What follows belongs to an exercise in optimizing a design on an open flow for small area; a production flow would make more cautious choices. In this exercise RTL edits were held to simulation tests only and were not proved equivalent to the original. Power figures rest on the tool's default switching activity, not on a simulated workload.

JK:
==> flow/design.v <==
module b58_cliky
	(
		CLOCK_50,
		KEY,
		SW,
		HEX0, HEX1, HEX2, HEX3, HEX4, HEX5, HEX6, HEX7,
		PLOT_X,
		PLOT_Y,
		PLOT_COLOUR,
		PLOT_EN
	);
	input			CLOCK_50;
	input   [9:0]   SW;
	input   [3:0]   KEY;
	output 	[6:0]   HEX0, HEX1, HEX2, HEX3, HEX4, HEX5, HEX6, HEX7;
	output	[7:0]	PLOT_X;
	output	[7:0]	PLOT_Y;
	output	[2:0]	PLOT_COLOUR;
	output			PLOT_EN;
	wire clk     = CLOCK_50;
	wire resetn  = SW[0];
	wire restart = SW[9];
	wire key1 = ~KEY[3], key2 = ~KEY[2], key3 = ~KEY[1], key4 = ~KEY[0];
	localparam [1:0] PH_MISC = 2'b00, PH_LOAD = 2'b01, PH_DRAW = 2'b11, PH_WAIT = 2'b10;
	localparam [2:0] M_START = 3'd0, M_ANSWER = 3'd1, M_PRESSED = 3'd2, M_TIMESUP = 3'd3,
	                 M_UPDATE = 3'd4, M_UPWAIT = 3'd5, M_RESTART = 3'd6, M_RSWAIT = 3'd7;
	reg [1:0] ph;
	reg [2:0] id;
	reg [8:0]  q;           
	reg        pv;          
	reg [2:0]  c5;          
	reg [6:0]  ncol;        
	reg [3:0]  nmode;       
	reg [2:0]  cc;          
	reg        sqv;         
	reg [1:0]  sqi;         
	reg        p0;          
	reg [1:0]  mode;        
	reg        hp;          
	reg [1:0]  kreg;        
	reg [3:0]  lives;
	reg [15:0] score;
	reg [2:0]  r5;          
	reg [15:0] high_score;
	reg [14:0] m;           
	reg [17:0] tct;         
	reg        skip;
	reg        times_up;
	function [17:0] inc18;
		input [17:0] x;
		integer i;
		reg c;
		begin
			c = 1'b1;
			for (i = 0; i < 18; i = i + 1) begin
				inc18[i] = x[i] ^ c;
				c = c & x[i];
			end
		end
	endfunction
	function [17:0] dec18;
		input [17:0] x;
		integer i;
		reg b;
		begin
			b = 1'b1;
			for (i = 0; i < 18; i = i + 1) begin
				dec18[i] = x[i] ^ b;
				b = b & ~x[i];
			end
		end
	endfunction
	function [17:0] incc18;
		input [17:0] x;
		input cin;
		integer i;
		reg c;
		begin
			c = cin;
			for (i = 0; i < 18; i = i + 1) begin
				incc18[i] = x[i] ^ c;
				c = c & x[i];
			end
		end
	endfunction
	function [14:0] add15;
		input [14:0] x;
		input [14:0] a;
		integer i;
		reg c;
		begin
			c = 1'b0;
			for (i = 0; i < 15; i = i + 1) begin
				add15[i] = x[i] ^ a[i] ^ c;
				c = (x[i] & a[i]) | (x[i] & c) | (a[i] & c);
			end
		end
	endfunction
	wire misc = (ph == PH_MISC);
	wire st_start   = misc & (id == M_START);
	wire st_answer  = misc & (id == M_ANSWER);
	wire st_pressed = misc & (id == M_PRESSED);
	wire st_update  = misc & (id == M_UPDATE);
	wire plot       = (ph == PH_DRAW);
	wire ld_next    = (ph == PH_LOAD) & (id == 3'd4);
	wire is_bar  = id[2] & (id[1] | id[0]);
	wire draw_done = q[7] & q[6] & (&q[4:0]) & (is_bar ? q[8] : q[5]);
	wire anykey = key1 | key2 | key3 | key4;
	wire [1:0] kprio = key1 ? 2'd0 : key2 ? 2'd1 : key3 ? 2'd2 : 2'd3;
	reg  ksel;
	always @(*)
		case (kreg)
			2'd0: ksel = key1;
			2'd1: ksel = key2;
			2'd2: ksel = key3;
			default: ksel = key4;
		endcase
	reg [1:0] nph;
	reg [2:0] nid;
	always @(*) begin
		nph = ph;
		nid = id;
		case (ph)
			PH_LOAD: nph = PH_DRAW;
			PH_DRAW: if (draw_done) nph = PH_WAIT;
			PH_WAIT: begin
				if (id == 3'd6) begin
					nph = PH_MISC;
					nid = M_ANSWER;
				end else begin
					nph = PH_LOAD;
					nid = id + 3'd1;
				end
			end
			default: begin
				case (id)
					M_START: begin nph = PH_LOAD; nid = 3'd0; end
					M_ANSWER: begin
						if (times_up) nid = M_TIMESUP;
						else if (anykey & ~hp) nid = M_PRESSED;
					end
					M_PRESSED: begin
						if (times_up) nid = M_TIMESUP;
						else if (~ksel) nid = M_ANSWER;
					end
					M_TIMESUP: nid = M_UPDATE;
					M_UPDATE:  nid = M_UPWAIT;
					M_UPWAIT: begin
						if (lives != 4'd0) begin nph = PH_LOAD; nid = 3'd0; end
						else nid = M_RESTART;
					end
					M_RESTART: if (restart) nid = M_RSWAIT;
					default:   if (~restart) nid = M_START;
				endcase
			end
		endcase
	end
	always @(posedge clk) begin
		if (!resetn) begin
			ph <= PH_MISC;
			id <= M_START;
		end else begin
			ph <= nph;
			id <= nid;
		end
	end
	wire red    = (cc == 3'b100);
	wire yellow = (cc == 3'b110);
	wire green  = (cc == 3'b010);
	wire pink   = (cc == 3'b101);
	wire cyan   = (cc == 3'b011);
	wire ry     = red | yellow;
	wire mode_on = (mode != 2'd0);
	wire match  = sqv & (sqi == kreg);
	wire inc_score = hp & ry & (match ^ yellow ^ mode_on);
	wire dec_life  = (~hp & ry) | (hp & ry & ~(match ^ yellow ^ mode_on)) | (hp & match & green & mode_on);
	wire inc_life  = hp & match & green & ~mode_on;
	wire inc_speed = hp & match & (mode_on ? cyan : pink);
	wire dec_speed = hp & match & (mode_on ? pink : cyan);
	wire hs_eq = (high_score == score);
	wire m_up = st_update & dec_speed;
	wire m_dn = (st_update & inc_speed) | (ld_next & (r5 == 3'd4));
	wire [14:0] m_add = {{8{m_dn}}, {5{m_up}}, m_dn, m_up | m_dn};
	wire [14:0] m_next = add15(m, m_add);
	wire rst_any = ~resetn | st_start;
	wire [17:0] c5_inc    = inc18({15'd0, c5});
	wire [17:0] ncol_inc  = inc18({11'd0, ncol});
	wire [17:0] nmode_inc = inc18({14'd0, nmode});
	wire [17:0] r5_inc    = inc18({15'd0, r5});
	wire score_en = st_update & inc_score;
	wire [17:0] score_nx  = incc18({2'b00, score}, score_en);
	wire [15:0] score_d   = rst_any ? 16'd0 : score_nx[15:0];
	wire life_dn = st_update & dec_life & ~inc_life & (lives != 4'd0);
	wire life_up = st_update & inc_life;
	wire [14:0] lives_nx  = add15({11'd0, lives}, {11'd0, life_dn, life_dn, life_dn, life_dn | life_up});
	wire [17:0] q_inc     = inc18({9'd0, q});
	always @(posedge clk) begin
		c5    <= (!resetn || c5 == 3'd4) ? 3'd0 : c5_inc[2:0];
		ncol  <= (!resetn || ncol == 7'd100) ? 7'd0 : ncol_inc[6:0];
		nmode <= (!resetn || nmode == 4'd10) ? 4'd0 : nmode_inc[3:0];
		if (st_start) begin
			tct <= {m, 3'b000};
			skip <= 1'b1;
			times_up <= 1'b0;
		end else if (tct == {17'd0, skip}) begin
			tct <= {m, 3'b000};
			skip <= 1'b0;
			times_up <= 1'b1;
		end else begin
			tct <= dec18(tct);
			times_up <= 1'b0;
		end
		m <= rst_any ? 15'd2250 : m_next;
		if (st_answer & ~hp)
			kreg <= kprio;
		if (st_start | (ph == PH_LOAD && id == 3'd0))
			hp <= 1'b0;
		else if (st_pressed)
			hp <= 1'b1;
		if (!resetn)
			sqv <= 1'b0;
		else if (ld_next && !c5[2])
			sqv <= 1'b1;
		if (ld_next) begin
			if (!c5[2])
				sqi <= c5[1:0];
			p0 <= c5[2];
			if (ncol <= 7'd44)      cc <= 3'b100;
			else if (ncol <= 7'd89) cc <= 3'b110;
			else if (ncol <= 7'd94) cc <= 3'b010;
			else if (ncol <= 7'd97) cc <= 3'b101;
			else                    cc <= 3'b011;
		end
		score <= score_d;
		lives <= rst_any ? 4'd3 : lives_nx[3:0];
		if (rst_any)
			r5 <= 3'd0;
		else if (score_en)
			r5 <= (r5 == 3'd4) ? 3'd0 : r5_inc[2:0];
		if (!resetn || (score_en && hs_eq))
			high_score <= score_d;
		if (st_start)
			mode <= 2'd0;
		else if (st_update) begin
			if (mode == 2'd0) begin
				if (nmode == 4'd1)
					mode <= 2'd1;
			end else
				mode <= mode + 2'd1;
		end
		pv <= plot & resetn;
		q  <= pv ? q_inc[8:0] : 9'd0;
	end
	wire [1:0] pos = id[2] ? (p0 ? 2'd3 : sqi) : id[1:0];
	reg  [7:0] sq_x;
	always @(*)
		case (pos)
			2'd0: sq_x = 8'd30;
			2'd1: sq_x = 8'd60;
			2'd2: sq_x = 8'd90;
			default: sq_x = 8'd120;
		endcase
	wire [7:0] px = is_bar ? (id[1] ? {6'b100111, q[1:0]} : {6'b000000, q[1:0]})
	                       : sq_x + {4'd0, q[3:0]};
	wire [7:0] py = is_bar ? {1'b0, q[8:2]} : 8'd52 + {4'd0, q[7:4]};
	wire [2:0] pc = ~id[2] ? 3'b111 : (~is_bar ? cc : (mode_on ? 3'b100 : 3'b000));
	assign PLOT_EN     = plot;
	assign PLOT_X      = pv ? px : 8'd0;
	assign PLOT_Y      = pv ? py : 8'd0;
	assign PLOT_COLOUR = pv ? pc : 3'd0;
	hex_display score_1(.IN(score[3:0]), .OUT(HEX0));
	hex_display score_2(.IN(score[7:4]), .OUT(HEX1));
	hex_display high_score_1(.IN(high_score[3:0]), .OUT(HEX6));
	hex_display high_score_2(.IN(high_score[7:4]), .OUT(HEX7));
	hex_display lives_count(.IN(lives), .OUT(HEX4));
	assign HEX5 = 7'b1000111;
	assign HEX3 = 7'b0010010;
	assign HEX2 = 7'b1000110;
endmodule
module hex_display(IN, OUT);
	input [3:0] IN;
	output [6:0] OUT;
	wire [111:0] tbl = {7'b0001110, 7'b0000110, 7'b0100001, 7'b1000110,
	                    7'b0000011, 7'b0001000, 7'b0011000, 7'b0000000,
	                    7'b1111000, 7'b0000010, 7'b0010010, 7'b0011001,
	                    7'b0110000, 7'b0100100, 7'b1111001, 7'b1000000};
	assign OUT = tbl[IN * 7 +: 7];
endmodule
export LEC_CHECK = 0
export CAP_MARGIN = 20
export CORE_MARGIN = 2
export CORE_UTILIZATION = 40
export PLACE_DENSITY = 0.6
export SLEW_MARGIN = 20
create_clock -name core_clock -period 16.0 [get_ports {CLOCK_50}]
standard.sh (not shown) runs the stock make flow with config.mk's settings and CLKGATE_MAP_FILE= SYNTH_SCRIPT=/design/flow/synth_recipe.tcl, a recipe that flattens the netlist after the stock synthesis.
==> flow/flow/run.sh <==
#!/bin/bash
# Own layout flow: the standard ORFS flow (standard.sh) with
#  - synthesis through flow/my_synth.tcl: the standard synthesis script with
#    an area-oriented ABC mapping (flow/abc_small.script) and no full/half
#    adder extraction; registers are inferred and mapped as in the standard
#    synthesis;
#  - port buffers of the smallest buffer cell (buf_1) instead of the default;
#  - clock tree of clkbuf_4 cells, without dummy loads.
# Each tool's output goes to the ORFS logs under orfs/logs; make's own output
# goes to flow_make.log in this folder.
set -euo pipefail
W=$PWD
bash standard.sh \
  SYNTH_SCRIPT=$W/flow/my_synth.tcl \
  "BUFFER_PORTS_ARGS=-buffer_cell sky130_fd_sc_hd__buf_1" \
  "CTS_ARGS=-sink_clustering_enable -repair_clock_nets -buf_list sky130_fd_sc_hd__clkbuf_4 -dont_use_dummy_load" \
  finish > flow_make.log 2>&1
==> flow/flow/abc_small.script <==
strash
&get -n
&deepsyn -T 120
&put
dch -f
amap
topo
==> flow/flow/my_synth.tcl <==
# The standard synthesis (synth_recipe.tcl) with two changes to the
# combinational mapping only: no full/half-adder extraction, and an
# area-oriented ABC script. Registers are inferred and mapped exactly as in
# the standard synthesis.
proc synth {args} { yosys synth -nofsm -noshare {*}$args }
proc extract_fa {args} { }
set ::my_abc_script [file join [file dirname [file normalize [info script]]] abc_small.script]
proc abc {args} {
  set out {}
  set skip 0
  foreach a $args {
    if {$skip} { lappend out $::my_abc_script; set skip 0; continue }
    if {$a eq "-script"} { set skip 1 }
    lappend out $a
  }
  yosys abc {*}$out
}
source $::env(SCRIPTS_DIR)/synth.tcl
# left out here: clear keep_hierarchy, flatten, clean up, hide names made inside functions, write 1_2_yosys.v
### JK -> AL
-- flow/flow/run.sh --
<<< JK, line 15
  "BUFFER_PORTS_ARGS=-buffer_cell sky130_fd_sc_hd__buf_1" \
  "CTS_ARGS=-sink_clustering_enable -repair_clock_nets -buf_list sky130_fd_sc_hd__clkbuf_4 -dont_use_dummy_load" \
  finish > flow_make.log 2>&1
>>> AL, line 15
  "BUFFER_PORTS_ARGS=-buffer_cell sky130_fd_sc_hd__buf_1" \
  "CTS_ARGS=-sink_clustering_enable -repair_clock_nets -buf_list sky130_fd_sc_hd__clkbuf_4 -dont_use_dummy_load" \
  SKIP_REPAIR_TIE_FANOUT=1 \
  finish > flow_make.log 2>&1
--- outcome ---
The final-layout clock-cell area share on AL is in line with that on JK. AL -> JK: unique cell type count in the Yosys netlist delta 0, exact match. ~same synthesized cell count in AL and JK. JK has a higher share of the cycle needed by the critical path after routing than AL. Diff AL and JK: multi-input combinational cell count higher in JK. Diff JK -> AL: slack of the critical path saw an increase, area of all placed cells without fillers saw a decrease. JK -> AL: number of ordinary and repair buffers in the finished layout delta 0, exact match. Comparing JK against AL, there is no change at all in H-tree level count. Cell leakage power is lower on AL. AL has completed all stages; timing, DRC and antenna checks passed. On relative contribution of combinational cells to total power, AL and JK are basically level.

==> what the ideal ports hide <==
In the flow no input, the clock included, has a driving cell. The finished layouts below were timed again as built, in two steps.
Step 1, drivers: a clkbuf_16 drives CLOCK_50 and a buf_2 each remaining input, both assumed.
Step 2 moves the port delays by t, midway between the first and last clock arrival at a register: inputs arrive t later, outputs are due t later. That takes back most of the time a late clock gives input paths.
Three values: ideal, step 1, step 2; two values: the first two.
run | t (ns) | setup WS [ns] | worst hold slack (ns) | worst setup path after step 2 | worst data-port slew with drivers (ns)
JK | 0.553 | 9.860 / 9.829 / 10.382 | 0.424 / 0.424 / 0.424 | register to output | 0.03
AL | 0.523 | 9.910 / 9.879 / 10.388 | 0.425 / 0.425 / 0.425 | input to register | 0.03
After both steps every run listed still meets setup and hold.
